From an optimization exercise on the open Yosys and OpenROAD flow, aimed at small area, a short achievable clock period and few clock cycles; shortcuts taken in it are not production practice.
RTL that was checked went through simulation tests only; none was proved equivalent to the original.

==> run A: inputs <==
==> flow/design.v <==
module MUL_DIV_top (
    input           clk,
    input           rst_n,
    input  [31:0]   data1,
    input  [31:0]   data2,
    input           MUL_DIV_start,
    input  [2:0]    MUL_DIV_ctrl,
    output [31:0]   MUL_DIV_out,
    output          MUL_DIV_done
);
localparam [3:0] S_IDLE = 4'd0, S_MUL1 = 4'd1, S_MUL = 4'd2, S_TAIL = 4'd3,
                 S_CORR = 4'd4, S_DPREP = 4'd5, S_DIV = 4'd6, S_FIX = 4'd7,
                 S_RCOR = 4'd8;
function [5:0] clz32;
    input [31:0] v;
    reg   [15:0] z1;  reg [15:0] c1;
    reg   [7:0]  z2;  reg [15:0] c2;
    reg   [3:0]  z3;  reg [11:0] c3;
    reg   [1:0]  z4;  reg [7:0]  c4;
    reg          z5;  reg [4:0]  c5;
    integer i;
    begin
        for (i = 0; i < 16; i = i + 1) begin
            z1[i] = ~(v[2*i+1] | v[2*i]);
            c1[i] = ~v[2*i+1];
        end
        for (i = 0; i < 8; i = i + 1) begin
            z2[i] = z1[2*i+1] & z1[2*i];
            c2[2*i+1 -: 2] = z1[2*i+1] ? {1'b1, c1[2*i]} : {1'b0, c1[2*i+1]};
        end
        for (i = 0; i < 4; i = i + 1) begin
            z3[i] = z2[2*i+1] & z2[2*i];
            c3[3*i+2 -: 3] = z2[2*i+1] ? {1'b1, c2[4*i+1 -: 2]} : {1'b0, c2[4*i+3 -: 2]};
        end
        for (i = 0; i < 2; i = i + 1) begin
            z4[i] = z3[2*i+1] & z3[2*i];
            c4[4*i+3 -: 4] = z3[2*i+1] ? {1'b1, c3[6*i+2 -: 3]} : {1'b0, c3[6*i+5 -: 3]};
        end
        z5 = z4[1] & z4[0];
        c5 = z4[1] ? {1'b1, c4[3:0]} : {1'b0, c4[7:4]};
        clz32 = z5 ? 6'd32 : {1'b0, c5};
    end
endfunction
function [2:0] booth;
    input [2:0] b;
    begin
        booth[2] = b[1] ^ b[0];                                    
        booth[1] = (b == 3'b011) | (b == 3'b100);                  
        booth[0] = b[2] & ~(b[1] & b[0]);                          
    end
endfunction
reg  [3:0]  state;
reg         done_r;
reg  [2:0]  op;
reg         osel;            
reg  [2:0]  cnt;             
reg  [1:0]  tcnt;            
reg  [4:0]  dcnt;            
reg         corr;
reg         rneg, qneg, dz;
reg  [5:0]  clza_r, clzb_r;  
reg  [34:0] X;
reg  [31:0] Y;
reg  [33:0] M;
reg         one0, two0, neg0r, one1, two1, neg1, magy, cinr, dmode;
wire        neg0 = neg0r ^ (dmode & X[34]);
wire        cin  = cinr  ^ (dmode & X[34]);
reg  a_signed, b_signed;       
reg  fz_a, fz_b;               
wire op_rem   = op[2] & op[1];
wire in_as    = MUL_DIV_ctrl[2] ? ~MUL_DIV_ctrl[0] : (MUL_DIV_ctrl[1:0] != 2'd3);
wire in_bs    = MUL_DIV_ctrl[2] ? ~MUL_DIV_ctrl[0] : ~MUL_DIV_ctrl[1];
localparam W = 38;
wire [W-1:0] Mx   = {{(W-34){M[33]}}, M};
wire [W-1:0] mag0 = (one0 ? Mx : {W{1'b0}}) | (two0 ? {Mx[W-2:0], 1'b0} : {W{1'b0}})
                  | (magy ? {{(W-32){1'b0}}, Y} : {W{1'b0}});
wire [W-1:0] mag1 = (one1 ? {Mx[W-3:0], 2'b00} : {W{1'b0}}) | (two1 ? {Mx[W-4:0], 3'b000} : {W{1'b0}});
wire [W-1:0] A    = {{(W-35){X[34]}}, X};
wire [W-1:0] B    = mag0 ^ {W{neg0}};
wire [W-1:0] C    = mag1 ^ {W{neg1}};
wire [W-1:0] cs_s = A ^ B ^ C;
wire [W-1:0] cs_c = {(A[W-2:0] & B[W-2:0]) | (A[W-2:0] & C[W-2:0]) | (B[W-2:0] & C[W-2:0]), neg1};
wire [W-1:0] S    = cs_s + cs_c + {{(W-1){1'b0}}, cin};
wire        asgn  = M[31] & a_signed;
wire        bsgn  = Y[31] & b_signed;
wire [5:0]  clz_a = fz_a ? 6'd0 : clza_r;
wire [5:0]  clz_b = fz_b ? 6'd0 : clzb_r;
wire [5:0]  jd    = (6'd34 - clz_b) >> 1;                   
wire [4:0]  j16   = (jd > 6'd16) ? 5'd16 : jd[4:0];
wire [2:0]  jg    = (j16 + 5'd3) >> 2;                      
wire [6:0]  k_raw = {1'b0, clz_b} - {1'b0, clz_a} + {6'd0, asgn};
wire        k_neg = k_raw[6];
wire [4:0]  k     = k_raw[5] ? 5'd31 : k_raw[4:0];
wire        b_zero = (clzb_r == 6'd32) & ~Y[31];
wire [33:0] Msh   = {{2{bsgn}}, Y} << k;
reg [3:0] nstate;
reg       ndone;
always @* begin
    nstate = state;
    ndone  = 1'b0;
    case (state)
        S_IDLE:  if (MUL_DIV_start) nstate = MUL_DIV_ctrl[2] ? S_DPREP : S_MUL1;
        S_MUL1:  nstate = S_MUL;
        S_MUL:   if (cnt == 3'd1) begin
                     if (tcnt != 2'd0) nstate = S_TAIL;
                     else if (corr) nstate = S_CORR;
                     else begin nstate = S_IDLE; ndone = 1'b1; end
                 end
        S_TAIL:  if (tcnt == 2'd1) begin nstate = S_IDLE; ndone = 1'b1; end
        S_CORR:  begin nstate = S_IDLE; ndone = 1'b1; end
        S_DPREP: if (!k_neg && !b_zero) nstate = S_DIV;
                 else if (op_rem ? asgn : b_zero) nstate = S_FIX;
                 else begin nstate = S_IDLE; ndone = 1'b1; end
        S_DIV:   if (dcnt == 5'd0) begin
                     if (op_rem) nstate = S_RCOR;
                     else if (qneg) nstate = S_FIX;
                     else begin nstate = S_IDLE; ndone = 1'b1; end
                 end
        S_RCOR:  if (rneg) nstate = S_FIX;
                 else begin nstate = S_IDLE; ndone = 1'b1; end
        S_FIX:   begin nstate = S_IDLE; ndone = 1'b1; end
        default: nstate = S_IDLE;
    endcase
end
always @(posedge clk or negedge rst_n) begin
    if (!rst_n) begin
        state  <= S_IDLE;
        done_r <= 1'b0;
    end else begin
        state  <= nstate;
        done_r <= ndone;
    end
end
wire       in_asgn = data1[31] & in_as;
wire [2:0] bd0_in  = booth({data2[1:0], 1'b0});
wire [2:0] bd1_in  = booth(data2[3:1]);
wire [2:0] bd0_y   = booth(Y[5:3]);
wire [2:0] bd1_y   = booth(Y[7:5]);
wire       fix_rem = op_rem;
wire       dsgn    = (state == S_DPREP) ? bsgn : M[33];    
reg  [7:0] nctl;    
always @* begin
    nctl = 8'd0;
    case (nstate)
        S_MUL1:  nctl = {bd0_in, bd1_in, 1'b0, bd0_in[0]};
        S_MUL:   nctl = {bd0_y, bd1_y, 1'b0, bd0_y[0]};
        S_CORR:  nctl = {3'b100, 3'b000, 1'b0, 1'b0};
        S_RCOR:  nctl = {2'b10, ~M[33], 3'b000, 1'b0, ~M[33]};         
        S_DPREP: nctl = {2'b10, in_asgn, 3'b000, 1'b0, in_asgn};
        S_DIV:   nctl = {2'b10, ~dsgn, 3'b000, 1'b0, ~dsgn};
        S_FIX:   nctl = fix_rem ? {3'b001, 3'b000, 1'b0, 1'b0}
                                : {3'b001, 3'b000, 1'b1, (state == S_DPREP) ? ~b_zero : ~dz};
        default: nctl = 8'd0;
    endcase
end
always @(posedge clk) begin
    {one0, two0, neg0r, one1, two1, neg1, magy, cinr} <= nctl;
    dmode <= (nstate == S_DIV) | (nstate == S_RCOR);
end
wire q_bit = ~S[W-1];
always @(posedge clk) begin
    case (state)
        S_IDLE: if (MUL_DIV_start) begin
            op     <= MUL_DIV_ctrl;
            X      <= 35'd0;
            Y      <= data2;
            M      <= {{2{in_asgn}}, data1};
            osel   <= ~MUL_DIV_ctrl[2] & (MUL_DIV_ctrl[1:0] != 2'd0);
            clza_r <= clz32(data1 ^ {32{data1[31]}});
            a_signed <= in_as;
            b_signed <= in_bs;
            fz_a   <= data1[31] & ~in_as;
            fz_b   <= data2[31] & ~in_bs;
            clzb_r <= clz32(data2 ^ {32{data2[31]}});
        end
        S_MUL1, S_MUL: begin
            X <= {S[W-1], S[W-1:4]};
            Y <= {S[3:0], Y[31:4]};
            if (state == S_MUL1) begin
                cnt  <= {jg, 1'b0} - 3'd1;     
                tcnt <= 3'd4 - jg;
                corr <= jd[4] & jd[0];         
            end else
                cnt <= cnt - 3'd1;
        end
        S_TAIL: begin
            X    <= {{8{X[34]}}, X[34:8]};
            Y    <= {X[7:0], Y[31:8]};
            tcnt <= tcnt - 2'd1;
        end
        S_CORR: X <= S[34:0];
        S_DPREP: begin
            X    <= (op_rem | ~b_zero) ? S[34:0] : 35'd0;    
            M    <= Msh;
            Y    <= 32'd0;
            dcnt <= k;
            dz   <= b_zero;
            rneg <= asgn;
            qneg <= (asgn ^ bsgn) & ~b_zero;
            osel <= op_rem & ~asgn;
        end
        S_DIV: begin
            X    <= (dcnt == 5'd0 && !op_rem) ? 35'd0 : S[34:0];
            Y    <= {Y[30:0], q_bit};
            if (dcnt != 5'd0) M <= {M[33], M[33:1]};
            dcnt <= dcnt - 5'd1;
        end
        S_RCOR: if (X[34]) X <= S[34:0];
        S_FIX: begin
            Y    <= fix_rem ? ~S[31:0] : S[31:0];
            osel <= 1'b0;
        end
        default: ;
    endcase
end
assign MUL_DIV_out  = osel ? X[31:0] : Y;
assign MUL_DIV_done = done_r;
endmodule
==> flow/run.sh <==
#!/bin/bash
# synth_recipe.tcl (not shown) runs the flow's synth.tcl, then flattens the netlist and writes it again
# the make line also repeats each setting of config.mk as NAME=value (left out here)
make -C /OpenROAD-flow-scripts/flow DESIGN_CONFIG=/design/flow/config.mk WORK_HOME=/design/flow/orfs CLKGATE_MAP_FILE= SYNTH_SCRIPT=/design/flow/synth_recipe.tcl finish
==> flow/config.mk <==
export PLATFORM = sky130hd
export DESIGN_NAME = MUL_DIV_top
export DESIGN_NICKNAME = MUL_DIV_top
export VERILOG_FILES = /design/flow/design.v
export SDC_FILE = /design/flow/constraint.sdc
export NUM_CORES = 8
export LEC_CHECK = 0
export CAP_MARGIN = 20
export CORE_MARGIN = 2
export CORE_UTILIZATION = 40
export SETUP_SLACK_MARGIN = 5
export SLEW_MARGIN = 20
==> flow/constraint.sdc <==
create_clock -name core_clock -period 9.0 [get_ports {clk}]
set_input_delay 1.8000 -clock core_clock [delete_from_list [all_inputs] [get_ports {clk}]]
set_output_delay 1.8000 -clock core_clock [all_outputs]
set_load 0.01 [all_outputs]
==> run M: changes against run A <==
--- a/flow/design.v
+++ b/flow/design.v
@@ -67,7 +67,5 @@
 wire        cin  = cinr  ^ (dmode & X[34]);
-reg  a_signed, b_signed;       
-reg  fz_a, fz_b;               
 wire op_rem   = op[2] & op[1];
-wire in_as    = MUL_DIV_ctrl[2] ? ~MUL_DIV_ctrl[0] : (MUL_DIV_ctrl[1:0] != 2'd3);
-wire in_bs    = MUL_DIV_ctrl[2] ? ~MUL_DIV_ctrl[0] : ~MUL_DIV_ctrl[1];
+wire a_signed = op[2] ? ~op[0] : (op[1:0] != 2'd3);
+wire b_signed = op[2] ? ~op[0] : ~op[1];
 localparam W = 38;
@@ -85,4 +83,4 @@
 wire        bsgn  = Y[31] & b_signed;
-wire [5:0]  clz_a = fz_a ? 6'd0 : clza_r;
-wire [5:0]  clz_b = fz_b ? 6'd0 : clzb_r;
+wire [5:0]  clz_a = (M[31] & ~a_signed) ? 6'd0 : clza_r;
+wire [5:0]  clz_b = (Y[31] & ~b_signed) ? 6'd0 : clzb_r;
 wire [5:0]  jd    = (6'd34 - clz_b) >> 1;                   
@@ -114,4 +112,4 @@
         S_DIV:   if (dcnt == 5'd0) begin
-                     if (op_rem) nstate = S_RCOR;
-                     else if (qneg) nstate = S_FIX;
+                     if (op_rem ? S[W-1] : qneg) nstate = op_rem ? S_RCOR : S_FIX;
+                     else if (op_rem & rneg) nstate = S_FIX;
                      else begin nstate = S_IDLE; ndone = 1'b1; end
@@ -133,3 +131,3 @@
 end
-wire       in_asgn = data1[31] & in_as;
+wire       in_asgn = data1[31] & (MUL_DIV_ctrl[2] ? ~MUL_DIV_ctrl[0] : (MUL_DIV_ctrl[1:0] != 2'd3));
 wire [2:0] bd0_in  = booth({data2[1:0], 1'b0});
@@ -147,3 +145,3 @@
         S_CORR:  nctl = {3'b100, 3'b000, 1'b0, 1'b0};
-        S_RCOR:  nctl = {2'b10, ~M[33], 3'b000, 1'b0, ~M[33]};         
+        S_RCOR:  nctl = {2'b10, M[33], 3'b000, 1'b0, M[33]};           
         S_DPREP: nctl = {2'b10, in_asgn, 3'b000, 1'b0, in_asgn};
@@ -157,3 +155,3 @@
     {one0, two0, neg0r, one1, two1, neg1, magy, cinr} <= nctl;
-    dmode <= (nstate == S_DIV) | (nstate == S_RCOR);
+    dmode <= (nstate == S_DIV);
 end
@@ -169,6 +167,2 @@
             clza_r <= clz32(data1 ^ {32{data1[31]}});
-            a_signed <= in_as;
-            b_signed <= in_bs;
-            fz_a   <= data1[31] & ~in_as;
-            fz_b   <= data2[31] & ~in_bs;
             clzb_r <= clz32(data2 ^ {32{data2[31]}});
@@ -207,3 +201,3 @@
         end
-        S_RCOR: if (X[34]) X <= S[34:0];
+        S_RCOR: X <= S[34:0];
         S_FIX: begin
Settings changed: SETUP_SLACK_MARGIN 5 to unset.
==> run H: changes against run A <==
Settings changed: SETUP_SLACK_MARGIN 5 to 4.
==> run K: changes against run A <==
--- a/flow/design.v
+++ b/flow/design.v
@@ -10,5 +10,4 @@
 );
-localparam [3:0] S_IDLE = 4'd0, S_MUL1 = 4'd1, S_MUL = 4'd2, S_TAIL = 4'd3,
-                 S_CORR = 4'd4, S_DPREP = 4'd5, S_DIV = 4'd6, S_FIX = 4'd7,
-                 S_RCOR = 4'd8;
+localparam [2:0] S_IDLE = 3'd0, S_MUL1 = 3'd1, S_MUL = 3'd2, S_TAIL = 3'd3,
+                 S_CORR = 3'd4, S_DPREP = 3'd5, S_DIV = 3'd6, S_FIX = 3'd7;
 function [5:0] clz32;
@@ -51,3 +50,3 @@
 endfunction
-reg  [3:0]  state;
+reg  [2:0]  state;
 reg         done_r;
@@ -64,10 +63,6 @@
 reg  [33:0] M;
-reg         one0, two0, neg0r, one1, two1, neg1, magy, cinr, dmode;
-wire        neg0 = neg0r ^ (dmode & X[34]);
-wire        cin  = cinr  ^ (dmode & X[34]);
-reg  a_signed, b_signed;       
-reg  fz_a, fz_b;               
+reg         one0, two0, neg0, one1, two1, neg1, magy, cin;
 wire op_rem   = op[2] & op[1];
-wire in_as    = MUL_DIV_ctrl[2] ? ~MUL_DIV_ctrl[0] : (MUL_DIV_ctrl[1:0] != 2'd3);
-wire in_bs    = MUL_DIV_ctrl[2] ? ~MUL_DIV_ctrl[0] : ~MUL_DIV_ctrl[1];
+wire a_signed = op[2] ? ~op[0] : (op[1:0] != 2'd3);
+wire b_signed = op[2] ? ~op[0] : ~op[1];
 localparam W = 38;
@@ -85,4 +80,4 @@
 wire        bsgn  = Y[31] & b_signed;
-wire [5:0]  clz_a = fz_a ? 6'd0 : clza_r;
-wire [5:0]  clz_b = fz_b ? 6'd0 : clzb_r;
+wire [5:0]  clz_a = (M[31] & ~a_signed) ? 6'd0 : clza_r;
+wire [5:0]  clz_b = (Y[31] & ~b_signed) ? 6'd0 : clzb_r;
 wire [5:0]  jd    = (6'd34 - clz_b) >> 1;                   
@@ -95,3 +90,3 @@
 wire [33:0] Msh   = {{2{bsgn}}, Y} << k;
-reg [3:0] nstate;
+reg [2:0] nstate;
 reg       ndone;
@@ -114,8 +109,5 @@
         S_DIV:   if (dcnt == 5'd0) begin
-                     if (op_rem) nstate = S_RCOR;
-                     else if (qneg) nstate = S_FIX;
+                     if (op_rem ? rneg : qneg) nstate = S_FIX;
                      else begin nstate = S_IDLE; ndone = 1'b1; end
                  end
-        S_RCOR:  if (rneg) nstate = S_FIX;
-                 else begin nstate = S_IDLE; ndone = 1'b1; end
         S_FIX:   begin nstate = S_IDLE; ndone = 1'b1; end
@@ -133,3 +125,3 @@
 end
-wire       in_asgn = data1[31] & in_as;
+wire       in_asgn = data1[31] & (MUL_DIV_ctrl[2] ? ~MUL_DIV_ctrl[0] : (MUL_DIV_ctrl[1:0] != 2'd3));
 wire [2:0] bd0_in  = booth({data2[1:0], 1'b0});
@@ -147,3 +139,2 @@
         S_CORR:  nctl = {3'b100, 3'b000, 1'b0, 1'b0};
-        S_RCOR:  nctl = {2'b10, ~M[33], 3'b000, 1'b0, ~M[33]};         
         S_DPREP: nctl = {2'b10, in_asgn, 3'b000, 1'b0, in_asgn};
@@ -155,6 +146,3 @@
 end
-always @(posedge clk) begin
-    {one0, two0, neg0r, one1, two1, neg1, magy, cinr} <= nctl;
-    dmode <= (nstate == S_DIV) | (nstate == S_RCOR);
-end
+always @(posedge clk) {one0, two0, neg0, one1, two1, neg1, magy, cin} <= nctl;
 wire q_bit = ~S[W-1];
@@ -169,6 +157,2 @@
             clza_r <= clz32(data1 ^ {32{data1[31]}});
-            a_signed <= in_as;
-            b_signed <= in_bs;
-            fz_a   <= data1[31] & ~in_as;
-            fz_b   <= data2[31] & ~in_bs;
             clzb_r <= clz32(data2 ^ {32{data2[31]}});
@@ -202,8 +186,8 @@
         S_DIV: begin
-            X    <= (dcnt == 5'd0 && !op_rem) ? 35'd0 : S[34:0];
+            if (dcnt == 5'd0 && !op_rem) X <= 35'd0;
+            else if (q_bit) X <= S[34:0];
             Y    <= {Y[30:0], q_bit};
-            if (dcnt != 5'd0) M <= {M[33], M[33:1]};
+            M    <= {M[33], M[33:1]};
             dcnt <= dcnt - 5'd1;
         end
-        S_RCOR: if (X[34]) X <= S[34:0];
         S_FIX: begin
Settings changed: ABC_CLOCK_PERIOD_IN_PS set to 3000.
==> run notes <==
metric                                                                       run K            run M                run H                run A
Post-DR wirelength/cell                                                    27.9 µm          26.5 µm              27.0 µm              27.5 µm
CP startpoint                                                      M[19]$_DFFE_PP_  neg1$_SDFF_PN0_       Y[2]$_DFFE_PP_  X[34]$_SDFFCE_PN0P_
Post-synthesis share of cell area spent on xor and xnor gates               0.0785           0.0744               0.0776               0.0776
Unrepaired setup endpoints after global routing                                yes               no                  yes                  yes
Crit Reg-Reg Endpoint                                          X[10]$_SDFFCE_PN0P_  Y[29]$_DFFE_PP_  X[24]$_SDFFCE_PN0P_  X[32]$_SDFFCE_PN0P_
Mean instance size in the synthesized netlist                             8.29 µm²         8.50 µm²             8.37 µm²             8.37 µm²
First drt pass iteration count                                                  12               10                    8                   10
Routed length on met1                                                     29100 µm         25500 µm             28300 µm             29200 µm
Result of the run                                                   finished clean   finished clean       finished clean       finished clean
Area growth, synth to finish                                                 37.6%            13.3%                12.6%                29.7%
Met3 track utilization from global routing                                  0.0793            0.105               0.0818               0.0832
Final-layout clock-cell area share                                          0.0264           0.0344               0.0328               0.0270
Mux contribution to synthesized area                                        0.0875           0.0830               0.0681               0.0681
Setup Slack @ Placement                                                    3610 ps          3310 ps              3870 ps              3930 ps
Clock Sink Count                                                               143              145                  148                  148
Vert. Die Dim                                                               206 µm           204 µm               208 µm               208 µm
Largest fanout on the critical path                                              9               24                    8                    7
Utilization of the core after routing                                        0.554            0.458                0.458                0.527
Testbench counts of run M, summed over its fixed seeds: cycles 64,181.
Function not checked in run A, run H and run K: the RTL went through the layout flow alone.

[re-timing with driven ports]
How much do the figures lean on ideal ports? The routed layouts below were timed once more, with nothing changed but the port constraints.
Step 1 sets driving cells, clkbuf_16 on the clock port and buf_2 on the other inputs (assumed; they add their load-dependent delay and slew).
Step 2 moves the port delays by t, midway between the first and last clock arrival at a register: inputs arrive t later, outputs are due t later. That takes back most of the time a late clock gives input paths.
a / b / c = no drivers / after step 1 / after step 2; a / b = the first two.
run | t (ns) | setup WS [ns] | cell pins on the clock port's net
run A | 0.512 | 4.690 / 4.690 / 4.643 | 1
run M | 0.488 | 3.081 / 3.081 / 3.081 | 1
run H | 0.520 | 4.113 / 4.113 / 4.113 | 1
run K | 0.526 | 4.426 / 4.426 / 4.426 | 1
After both steps setup and hold are still met in every run listed. The setup slack of run A, which loses most, moves by 0.000 ns with the drivers and by -0.047 ns with both steps.
